From an optimization exercise on the open Yosys and OpenROAD flow, aimed at a short achievable clock period and few clock cycles; shortcuts taken in it are not production practice. The RTL was checked by simulation tests, not by an equivalence proof against the original design. Power and IR drop assume default switching activity.

File: flow/design.v
module sum_sub #(
  parameter WIDTH = 64
)(
  input [WIDTH-1:0] A,
  input [WIDTH-1:0] B,
  input subtract,
  output [WIDTH-1:0] result,
  output Cout
); 
  wire [WIDTH:0] C;
  assign C[0] = subtract;
  wire B_alterado;
  genvar i;
  generate
    for (i = 0; i < WIDTH; i = i + 1) begin : fa_inst
      fullAdder FA (
        .A(A[i]),
        .B(B[i] ^ subtract),
        .Cin(C[i]),
        .result(result[i]),
        .Cout(C[i+1])
      );
    end
  endgenerate
  assign Cout = C[WIDTH];
endmodule
module fullAdder (
    input A,
    input B,
    input Cin,
    output result,
    output Cout
);
    assign result = A ^ B ^ Cin;
    assign Cout = (A & B) | (Cin & (A | B));
endmodule
module registrador #(parameter N=8) 
(
    input [N-1:0] D,
    input load,
    input clk,
    output  reg signed [N-1:0] Q
);
always @(posedge clk ) begin
    if (load) Q <= D;
end
endmodule
module registrador_pc #(parameter N=64)
(
    input [N-1:0] D,
    input load,
    input clk,
    input rst,
    output  reg signed [N-1:0] Q
);
always @(posedge clk ) begin
    if (rst) Q <= {N{1'b0}};
    else if (load) Q <= D;
end
endmodule
module RF (
input  [4:0] reg_r1, reg_r2,
input [4:0] reg_w,
input [63:0] data_in,
input en_write, 
input clk,
output [63:0] dout_r1,
output [63:0] dout_r2
);
wire [63:0] rf [31:0];
assign rf[0] = 64'd0;
genvar i;
generate
    for (i = 1; i < 32; i = i + 1) begin : inst_regi
        registrador #(
            .N(64)
        ) regi_middle (
            .D(data_in),
            .load(en_write && reg_w == i),  
            .clk(clk),
            .Q(rf[i])
        );
    end
endgenerate 
assign dout_r1 = (reg_r1==0)?5'b00000:rf[reg_r1];
assign dout_r2 = (reg_r2==0)?5'b00000:rf[reg_r2];
endmodule
module ALU #(
    parameter N=64
) (
    input [N-1:0] A,
    input [N-1:0] B,
    input [1:0] sel_alu,
    output [N-1:0] result,
    output flag_beq,
    output flag_bnq,
    output flag_blt,
    output flag_bge,
    output flag_bltu,
    output flag_bgeu
);
wire mux_subtract;
wire [N-1:0] result_sum;
wire [N-1:0] result_and;
wire [N-1:0] result_or;
wire [N-1:0] aux_beq;
wire [N-1:0] aux_blt;
wire cout_flag;
assign mux_subtract = (sel_alu==01)? 1:0;
sum_sub #(N) somador_alu
(
.A (A),
.B(B),
.subtract (mux_subtract),
.result (result_sum),
.Cout ()
);
assign result_and= A & B;
assign result_or = A | B;
assign result = (sel_alu[1:0]==2'b00)? result_sum: 
                (sel_alu[1:0]==2'b01)? result_sum:
                (sel_alu[1:0]==2'b10)? result_and:
                (sel_alu[1:0] ==2'b11)? result_or: result_sum;
genvar i;
assign aux_beq = A ~^ B;
assign flag_beq = & aux_beq;
assign flag_bnq = ~ flag_beq;
sum_sub #(N) somador_flag
(
.A (A),
.B(B),
.subtract (1'b1),
.result (aux_blt),
.Cout (cout_flag)
);
assign flag_blt = (A[N-1] ^ B[N-1]) ? A[N-1] : aux_blt[N-1];
assign flag_bge = ~flag_blt;
assign flag_bltu = ~cout_flag;
assign flag_bgeu = cout_flag;
endmodule
module datapath (
    input [31:0] IM_out ,
    input [63:0] DM_out ,
    input clk, rst, we_RF, load_IR, load_PC,  
    input sel_ALU_A, sel_ALU_B, sel_PC_A, sel_PC_B, sel_PC_RF,  
    input [2:0] sel_imme,
    input [1:0] sel_RF_in,
    output [63:0] ALU_out,  
    output [63:0] DM_in,  
    output [19:0] PC_out,  
    output [6:0] opcode,  
    output branch_cond  
);
wire [4:0] Ra;
wire [4:0] Rb;
wire [4:0] Rw;
wire [63:0] RF_in;
wire [2:0] func3;
wire [6:0] func7;
wire [63:0] dout_B;
wire [63:0] dout_A;
wire [11:0] imme_I;
wire [63:0] imme_I_64;
wire [11:0] imme_S;
wire [63:0] imme_S_64;
wire [12:0] imme_B;
wire [63:0] imme_B_64;
wire [20:0] imme_J;
wire [63:0] imme_J_64;
wire [31:0] imme_U;
wire [63:0] imme_U_64;
wire [63:0] imme_m;
wire [63:0] ALU_out_int;
wire [63:0] ALU_A;
wire [63:0] ALU_B;
wire [1:0] sel_ALU;
wire flag_beq, flag_bnq, flag_blt, flag_bge, flag_bltu, flag_bgeu;
wire [19:0] PC_A;
wire [19:0] PC_B;
wire [19:0] PC_sum;
wire [19:0] PC_out_int;
wire [63:0] PC_RF;
wire [63:0] PC_RF_sum;
wire [31:0] IR_out;
assign Ra = IR_out[19:15];
assign Rb = IR_out[24:20];
assign Rw = IR_out [11:7];
assign func3 = IR_out [14:12];
assign func7 =IR_out [31:25];
assign opcode = IR_out [6:0];
assign imme_I = IR_out[31:20];
assign imme_S = {IR_out[31:25],IR_out[11:7]};
assign imme_B = {IR_out[31],IR_out[7],IR_out[30:25],IR_out[11:8], 1'b0};
assign imme_J = {IR_out[31],IR_out[19:12],IR_out[20], IR_out[30:21],1'b0};
assign imme_U = {IR_out [31:12], 12'b0};
assign imme_I_64 = {{52{imme_I[11]}}, imme_I};
assign imme_S_64 = {{52{imme_S[11]}}, imme_S};
assign imme_B_64 = {{51{imme_B[12]}}, imme_B};
assign imme_J_64 = {{43{imme_J[20]}}, imme_J};
assign imme_U_64 = {{32{imme_U[31]}}, imme_U};
assign imme_m = (sel_imme == 3'b000) ? imme_I_64 :
               (sel_imme == 3'b001) ? imme_S_64 :
               (sel_imme == 3'b010) ? imme_B_64 :
               (sel_imme == 3'b011) ? imme_J_64 :
               (sel_imme == 3'b100) ? imme_U_64 :
               64'b0;
RF RF_dp (
    .reg_r1(Ra),
    .reg_r2(Rb),
    .reg_w(Rw),
    .data_in(RF_in),
    .en_write(we_RF),
    .clk(clk),
    .dout_r1(dout_A),
    .dout_r2(dout_B)
    );
assign ALU_A = (sel_ALU_A)? dout_A: imme_m;
assign ALU_B = (sel_ALU_B)? dout_B: imme_m;
assign sel_ALU = (opcode == 7'b0110011 && func7 != 7'b0)? 2'b01: 2'b00;
ALU #(64) ALU_dp (
    .A(ALU_A),
    .B(ALU_B),
    .result (ALU_out_int),
    .sel_alu (sel_ALU),
    .flag_beq (flag_beq),
    .flag_bnq(flag_bnq),
    .flag_blt (flag_blt),
    .flag_bge (flag_bge),
    .flag_bltu (flag_bltu),
    .flag_bgeu(flag_bgeu)
    );
assign branch_cond = (func3 == 3'b000) ? flag_beq :
                     (func3 == 3'b001) ? flag_bnq :
                     (func3 == 3'b100) ? flag_blt :
                     (func3 == 3'b101) ? flag_bge :
                     (func3 == 3'b110) ? flag_bltu :
                     (func3 == 3'b111) ? flag_bgeu :
                     1'b0;
registrador_pc #(20) PC_dp (
    .D ({PC_sum[19:1], 1'b0}),
    .Q(PC_out_int),
    .clk(clk),
    .rst(rst),
    .load(load_PC)
    );
assign PC_A = (sel_PC_A)? PC_out_int: dout_A[19:0];
assign PC_B = (sel_PC_B)? 20'd4: imme_m[19:0];
sum_sub #(20) somador_PC (
    .A(PC_A),
    .B(PC_B),
    .result(PC_sum),
    .subtract(1'b0),
    .Cout()
    );
assign PC_RF_sum = (sel_PC_RF)? 64'd4: imme_m;
sum_sub #(64) somador_PC_RF (
    .A(PC_RF_sum),
    .B({44'b0, PC_out_int}),
    .result(PC_RF),
    .subtract(1'b0),
    .Cout()
    );
registrador #(32) IR_dp (
    .D(IM_out),
    .Q(IR_out),
    .load(load_IR),
    .clk(clk)
    );
assign RF_in = (sel_RF_in == 2'b00) ? ALU_out_int :
               (sel_RF_in == 2'b01) ? DM_out :
               (sel_RF_in == 2'b11) ? PC_RF :
               64'b0;  
assign ALU_out = ALU_out_int;
assign DM_in = dout_B;
assign PC_out = PC_out_int;
endmodule
module unidade_controle(
    input clk,
    input rst,
    input [6:0] opcode,        
    input [6:0] opcode_fetch,  
    input branch_cond,
    output we_DM, re_DM,
    output sel_ALU_A, sel_ALU_B, sel_PC_A, sel_PC_B, sel_PC_RF,
    output load_IR, load_PC, we_RF,
    output [2:0] sel_imme,
    output [1:0] sel_RF_in
);
  parameter FETCH           = 4'b0000;
  parameter DECODE          = 4'b0001;
  parameter EX_ADD          = 4'b0010;
  parameter EX_ADDI         = 4'b0011;
  parameter EX_LW           = 4'b0100;
  parameter EX_SW           = 4'b0101;
  parameter EX_BRANCH       = 4'b0110;
  parameter EX_JAL          = 4'b0111;
  parameter EX_JALR         = 4'b1000;
  parameter EX_AUIPC        = 4'b1001;
  parameter WRITEBACK       = 4'b1010;
  parameter ADD          = 7'b0110011;
  parameter ADDI         = 7'b0010011;
  parameter LW           = 7'b0000011;
  parameter SW           = 7'b0100011;
  parameter BRANCH       = 7'b1100011;
  parameter JAL          = 7'b1101111;
  parameter JALR         = 7'b1100111;
  parameter AUIPC        = 7'b0010111;
  reg [3:0] estado_atual;
  reg [3:0] proximo_estado;
  always @(*) begin
    case (estado_atual)
        FETCH:
            proximo_estado = DECODE;
        DECODE:
            case (opcode_fetch)
            ADD:
                proximo_estado = EX_ADD;
            ADDI:
                proximo_estado = EX_ADDI;
            LW:
                proximo_estado = EX_LW;
            SW:
                proximo_estado = EX_SW;
            BRANCH:
                proximo_estado = EX_BRANCH;
            JAL:
                proximo_estado = EX_JAL;
            JALR:
                proximo_estado = EX_JALR;
            AUIPC:
                proximo_estado = EX_AUIPC;
            default:
                proximo_estado = WRITEBACK;
            endcase
        EX_ADD, EX_ADDI, EX_LW, EX_SW, EX_BRANCH, EX_JAL, EX_JALR, EX_AUIPC:
            proximo_estado = WRITEBACK;
        default:
            proximo_estado = FETCH;
    endcase
  end
  always @(posedge clk) begin
    if (rst)
        estado_atual <= FETCH;
    else
        estado_atual <= proximo_estado;
  end
  wire op_add    = (opcode == ADD);
  wire op_addi   = (opcode == ADDI);
  wire op_lw     = (opcode == LW);
  wire op_sw     = (opcode == SW);
  wire op_branch = (opcode == BRANCH);
  wire op_jal    = (opcode == JAL);
  wire op_jalr   = (opcode == JALR);
  wire op_auipc  = (opcode == AUIPC);
    assign load_IR = (estado_atual == DECODE);
    assign we_DM = (estado_atual == EX_SW);
    assign re_DM = (estado_atual == EX_LW);
    assign load_PC = (estado_atual == WRITEBACK);
    assign we_RF = (estado_atual == WRITEBACK) & (op_add | op_addi | op_lw | op_jal | op_jalr | op_auipc);
    assign sel_ALU_A = 1'b1;
    assign sel_ALU_B = (op_add | op_branch);
    assign sel_PC_A = ~op_jalr;
    assign sel_PC_B = ~(op_jal | op_jalr | (op_branch & branch_cond));
    assign sel_PC_RF = (op_jal | op_jalr);
    assign sel_RF_in[0] = (op_jal | op_jalr | op_auipc | op_lw);
    assign sel_RF_in[1] = (op_jal | op_jalr | op_auipc);
    assign sel_imme[0] = (op_sw | op_jal);
    assign sel_imme[1] = (op_branch | op_jal);
    assign sel_imme[2] = (op_auipc);
endmodule
module processador (
    input         clk,
    input         rst,
    output [19:0] imem_addr,
    input  [31:0] imem_data,
    output [63:0] dmem_addr,
    output [63:0] dmem_wdata,
    output        dmem_we,
    output        dmem_re,
    input  [63:0] dmem_rdata
);
wire we_RF, load_IR, load_PC;
wire sel_ALU_A, sel_ALU_B, sel_PC_A, sel_PC_B, sel_PC_RF;
wire [2:0] sel_imme;
wire [1:0] sel_RF_in;
wire [6:0] opcode;
wire branch_cond;
datapath dp (
    .IM_out(imem_data),
    .DM_out(dmem_rdata),
    .clk(clk),
    .rst(rst),
    .we_RF(we_RF),
    .load_IR(load_IR),
    .load_PC(load_PC),
    .sel_ALU_A(sel_ALU_A),
    .sel_ALU_B(sel_ALU_B),
    .sel_PC_A(sel_PC_A),
    .sel_PC_B(sel_PC_B),
    .sel_PC_RF(sel_PC_RF),
    .sel_imme(sel_imme),
    .sel_RF_in(sel_RF_in),
    .ALU_out(dmem_addr),
    .DM_in(dmem_wdata),
    .PC_out(imem_addr),
    .opcode(opcode),
    .branch_cond(branch_cond)
);
unidade_controle uc (
    .clk(clk),
    .rst(rst),
    .opcode(opcode),
    .opcode_fetch(imem_data[6:0]),
    .branch_cond(branch_cond),
    .we_DM(dmem_we),
    .re_DM(dmem_re),
    .sel_ALU_A(sel_ALU_A),
    .sel_ALU_B(sel_ALU_B),
    .sel_PC_A(sel_PC_A),
    .sel_PC_B(sel_PC_B),
    .sel_PC_RF(sel_PC_RF),
    .load_IR(load_IR),
    .load_PC(load_PC),
    .we_RF(we_RF),
    .sel_imme(sel_imme),
    .sel_RF_in(sel_RF_in)
);
endmodule
File: flow/run.sh
#!/bin/bash
# synth_recipe.tcl (not shown) runs the flow's synth.tcl, then flattens the netlist and writes it again
# the make line also repeats each setting of config.mk as NAME=value (left out here)
make -C /OpenROAD-flow-scripts/flow DESIGN_CONFIG=/design/flow/config.mk WORK_HOME=/design/flow/orfs CLKGATE_MAP_FILE= SYNTH_SCRIPT=/design/flow/synth_recipe.tcl finish
File: flow/config.mk
export PLATFORM = sky130hd
export DESIGN_NAME = processador
export DESIGN_NICKNAME = processador
export VERILOG_FILES = /design/flow/design.v
export SDC_FILE = /design/flow/constraint.sdc
export NUM_CORES = 8
export LEC_CHECK = 0
export CAP_MARGIN = 20
export CORE_MARGIN = 2
export CORE_UTILIZATION = 40
export SLEW_MARGIN = 20
File: flow/constraint.sdc
create_clock -name core_clock -period 40.0 [get_ports {clk}]
set_input_delay 8.0000 -clock core_clock [delete_from_list [all_inputs] [get_ports {clk}]]
set_output_delay 8.0000 -clock core_clock [all_outputs]
set_load 0.01 [all_outputs]
==> run notes <==
==> placed cells by master (no fill, tap or decap), drive strengths merged, types with 23 or more instances in the layout <==
master / count
a21oi: 366
a221o: 48
a222oi: 95
a22oi: 1689
and3: 51
buf: 697
bufinv: 27
clkbuf: 246
clkdlybuf4s50: 245
clkinv: 100
dfxtp: 23
diode: 45
edfxtp: 2016
fa: 100
ha: 140
inv: 197
mux2i: 34
nand2: 665
nand3: 131
nand4: 162
nor2: 228
nor3: 184
nor4: 67
o21ai: 50
xnor2: 65
==> per-stage QoR <==
stage | setup slack [ns] | power, mW
6_report | 0.607 | 7.15
5_1_grt | 0.0153 | 7.26
4_1_cts | 0.0585 | 7.01
3_5_place_dp | -1.90 | 4.97
3_3_place_gp | -1.93 | 4.95
2_1_floorplan | 1.14 | 3.98
==> timing repair <==
item                       CTS  global route
resized for setup           42            25
setup buffers                4             3
pin swaps                   10             9
hold buffers                 0             0
setup endpoints to repair    6             3
==> state kept, by name (all words and copies together) (netlist names) <==
signal	flops
dp.IR_dp.Q	32
dp.PC_dp.Q	19
dp.RF_dp.inst_regi.regi_middle.Q	1984
uc.estado_atual	4
==> cells by family (layout without fill, tap and decap cells) <==
group	after synthesis	after routing	share of synthesized area (%)
adder cells (fa/ha/maj)	240	240	3.98
other	1	46	0.00397
buffers and inverters	779	1529	3.81
AO/OA/AOI/OAI	2367	2367	18.4
flip-flops	2039	2039	64.6
XOR/XNOR	69	69	0.640
AND/OR/NAND/NOR	1597	1597	8.14
multiplexers	39	39	0.432
==> where the power goes <==
part	internal (mW)	total (mW)	switching, mW
logic	0.552	2.05	1.50
clock network	1.16	2.08	0.916
registers	3.01	3.02	0.0106
total	4.72	7.15	2.43
==> cell type report <==
type	instances	area share (%)
Sequential cell	2039	54.5
Multi-Input combinational cell	4313	27.4
Antenna cell	45	0.101
Inverter	187	0.627
Timing Repair Buffer	943	7.39
Clock inverter	154	1.51
Tap cell	3150	3.52
Clock buffer	245	4.89
==> critical path: cells and delay by family, from the launching register on <==
kind / cells / cell delay [ns]
flip-flops: 1 / 0.49
adder cells (fa/ha/maj): 61 / 26.64
buffers and inverters: 6 / 1.25
XOR/XNOR: 4 / 0.69
AND/OR/NAND/NOR: 4 / 0.89
AO/OA/AOI/OAI: 3 / 0.48
==> metal layers <==
layer  track usage [%]  part of all wire (%)  up-vias
met3              20.9                    19     3212
met4              32.6                    10       37
met2              59.6                    39    10600
met1              53.2                    32    40500
li1                  -                     -    29800
met5             0.664                 0.090        -
==> worst max-delay path by stage <==
stage / depth (start not counted) / start / slack [ns] / end
after floorplan: 78 / dp.IR_dp.Q[24] / 1.14 / dmem_addr[63]
final: 78 / dp.IR_dp.Q[22] / 0.61 / dmem_addr[63]
after detailed placement: 79 / dp.IR_dp.Q[22] / -1.90 / dmem_addr[63]
after global routing: 80 / dp.IR_dp.Q[24] / 0.02 / dmem_addr[63]
after CTS: 79 / dp.IR_dp.Q[22] / 0.06 / dmem_addr[63]
after global placement: 79 / dp.IR_dp.Q[22] / -1.93 / dmem_addr[63]
==> run notes <==
cts bufs inserted=between 200 and 250; Post-Layout Cell Count=about 11,000; Tot GR Track Use=a little over two fifths; synthesized flop and latch total=~2,000; Final HPWL DP=~320 mm; DP Area=104,000 sq um; critical path class=flop to output port; Post-Syn Area=between 90,000 and 100,000 sq um; Pre-antenna DRT Iters=15; fillcell total=between 20,000 and 25,000; pins over their slew limit=0; Initial Util=~40%; worst vdd ir=just under 0.09 mV; syn nets=between 7,000 and 8,000; Via density=between 7 and 8; CTS tree=done; Design Area, Final=about 110,000 sq um; Skew-Pair Late Insertion Delay=0.93 ns; Worst Path Arrival=31.39 ns; Die Ht=between 400 and 500 microns; RSZ-0062 raised after global routing=no; Final Skew=about 0.082 ns; worst slew pin tran=1.30 ns; asr flop ratio synth=0%; Cell variety after synth=88; worst hold path type=flop to flop; register area=61,000 sq um; Worst-path clk slew=around 0.060 ns; synth cell count leaders=edfxtp_1 (2,016), a22oi_1 (1,689), nand2_1 (663), a21oi_1 (325), clkbuf_1 (251); Tmin final=about 39 ns; Pwr Density=63.9 nW/um^2; Avg Inst Size Synth=about 13 sq um; Final Wtd Congestion=between 1 and 1.5; first-pass GRT wire length=between 700 and 800 mm; count leader, synth=edfxtp_1; number of I/O pins=approximately 250; status=timing/DRC/antenna clean; fmax=~0.025 GHz; cell taking the most area after synthesis=edfxtp_1; drt wl/cell=between 40 and 50 microns; Initial DRC Count=between 15,000 and 20,000; layout cells sized above 1=about 16%; die width=490 microns; fin crit share=between 90 and 100%; Final Hold Viols=0; synth-to-layout area growth=18.5%; critical path's most frequent cell=fa_2; critical path capture point type=output port; synth warn=5; drt total wl=around 540 mm; # rows=~180; Antenna Nets Post-Route=0; setup TNS=0 ns; Max Cap Viol=0; final core occ=between 40% and 50%; remaining routing DRC violations=0; Post-synth EDFFs=2,016; crit path max fanout=7; # setup viols final=0; max_slew headroom=between 10% and 20%; vias in the first global route=between 70,000 and 80,000; sequential fraction of the synthesis area=between 60% and 70%; Gate Count Post-Synth=just over 7,000; Leak Pwr=roughly 38 nW; Core Region=approximately 230,000 sq um; nets@finish=approximately 8,000; port bufs=between 200 and 250; WP data required=between 30 and 40 ns; initial antenna violation count=between 40 and 50; largest net degree at the start of global routing=71; H-tree depth=4; # placed instances=10,600; CTS Root Cell=clkbuf_16; Reg2Reg Depth=just under 80; Slowest cell on crit path=fa_2; total congestion overflow=0; Top FF cell, synth=edfxtp_1; Hold Crit Start=dp.PC_dp.Q[15]; Hold Path Sink=dp.PC_dp.Q[15]; hold depth=2; Hold WS=0.538 ns; largest stage delay on the critical path=0.50 ns; area of the multi-input gates=30,700 sq um; clk buf depth=3; share of the synthesized area in the top cell type=around 64%; routed via count=roughly 84,000; Reg-to-Reg Start=dp.IR_dp.Q[22]; CP Launch Type=flop; top post-synthesis cells by area=edfxtp_1 (64%), a22oi_1 (13%), nand2_1 (2.6%); clock tree sinks=roughly 2,000; Reg2Reg Setup Slack=8.35 ns; worst reg2reg path endpoint=dp.RF_dp.inst_regi[13].regi_middle.Q[63]; DIE AREA=roughly 240,000 sq um
Testbench counts, summed over its fixed seeds: cycles 41,660.

separate check: timing with driven ports:
In the flow no input, the clock included, has a driving cell. The finished layout below was timed again as built, in two steps. Step 1: set_driving_cell puts a clkbuf_16 on clk and a buf_2 on each other input, an assumption about the parent block. Step 2, shift: input delay + t, output delay - t, t = (earliest + latest rising clock arrival at the registers) / 2. This alone moves slack from input paths to output paths. a / b / c = ideal ports / drivers / drivers and shift; a / b = the first two.
t, ns: 0.991
setup WS [ns]: 0.607 / 0.505 / 1.496
worst data-port slew with drivers (ns): 0.06
After both steps setup and hold are still met in this run. For this run, drivers alone change the setup slack by -0.102 ns; drivers and shift together by +0.889 ns.
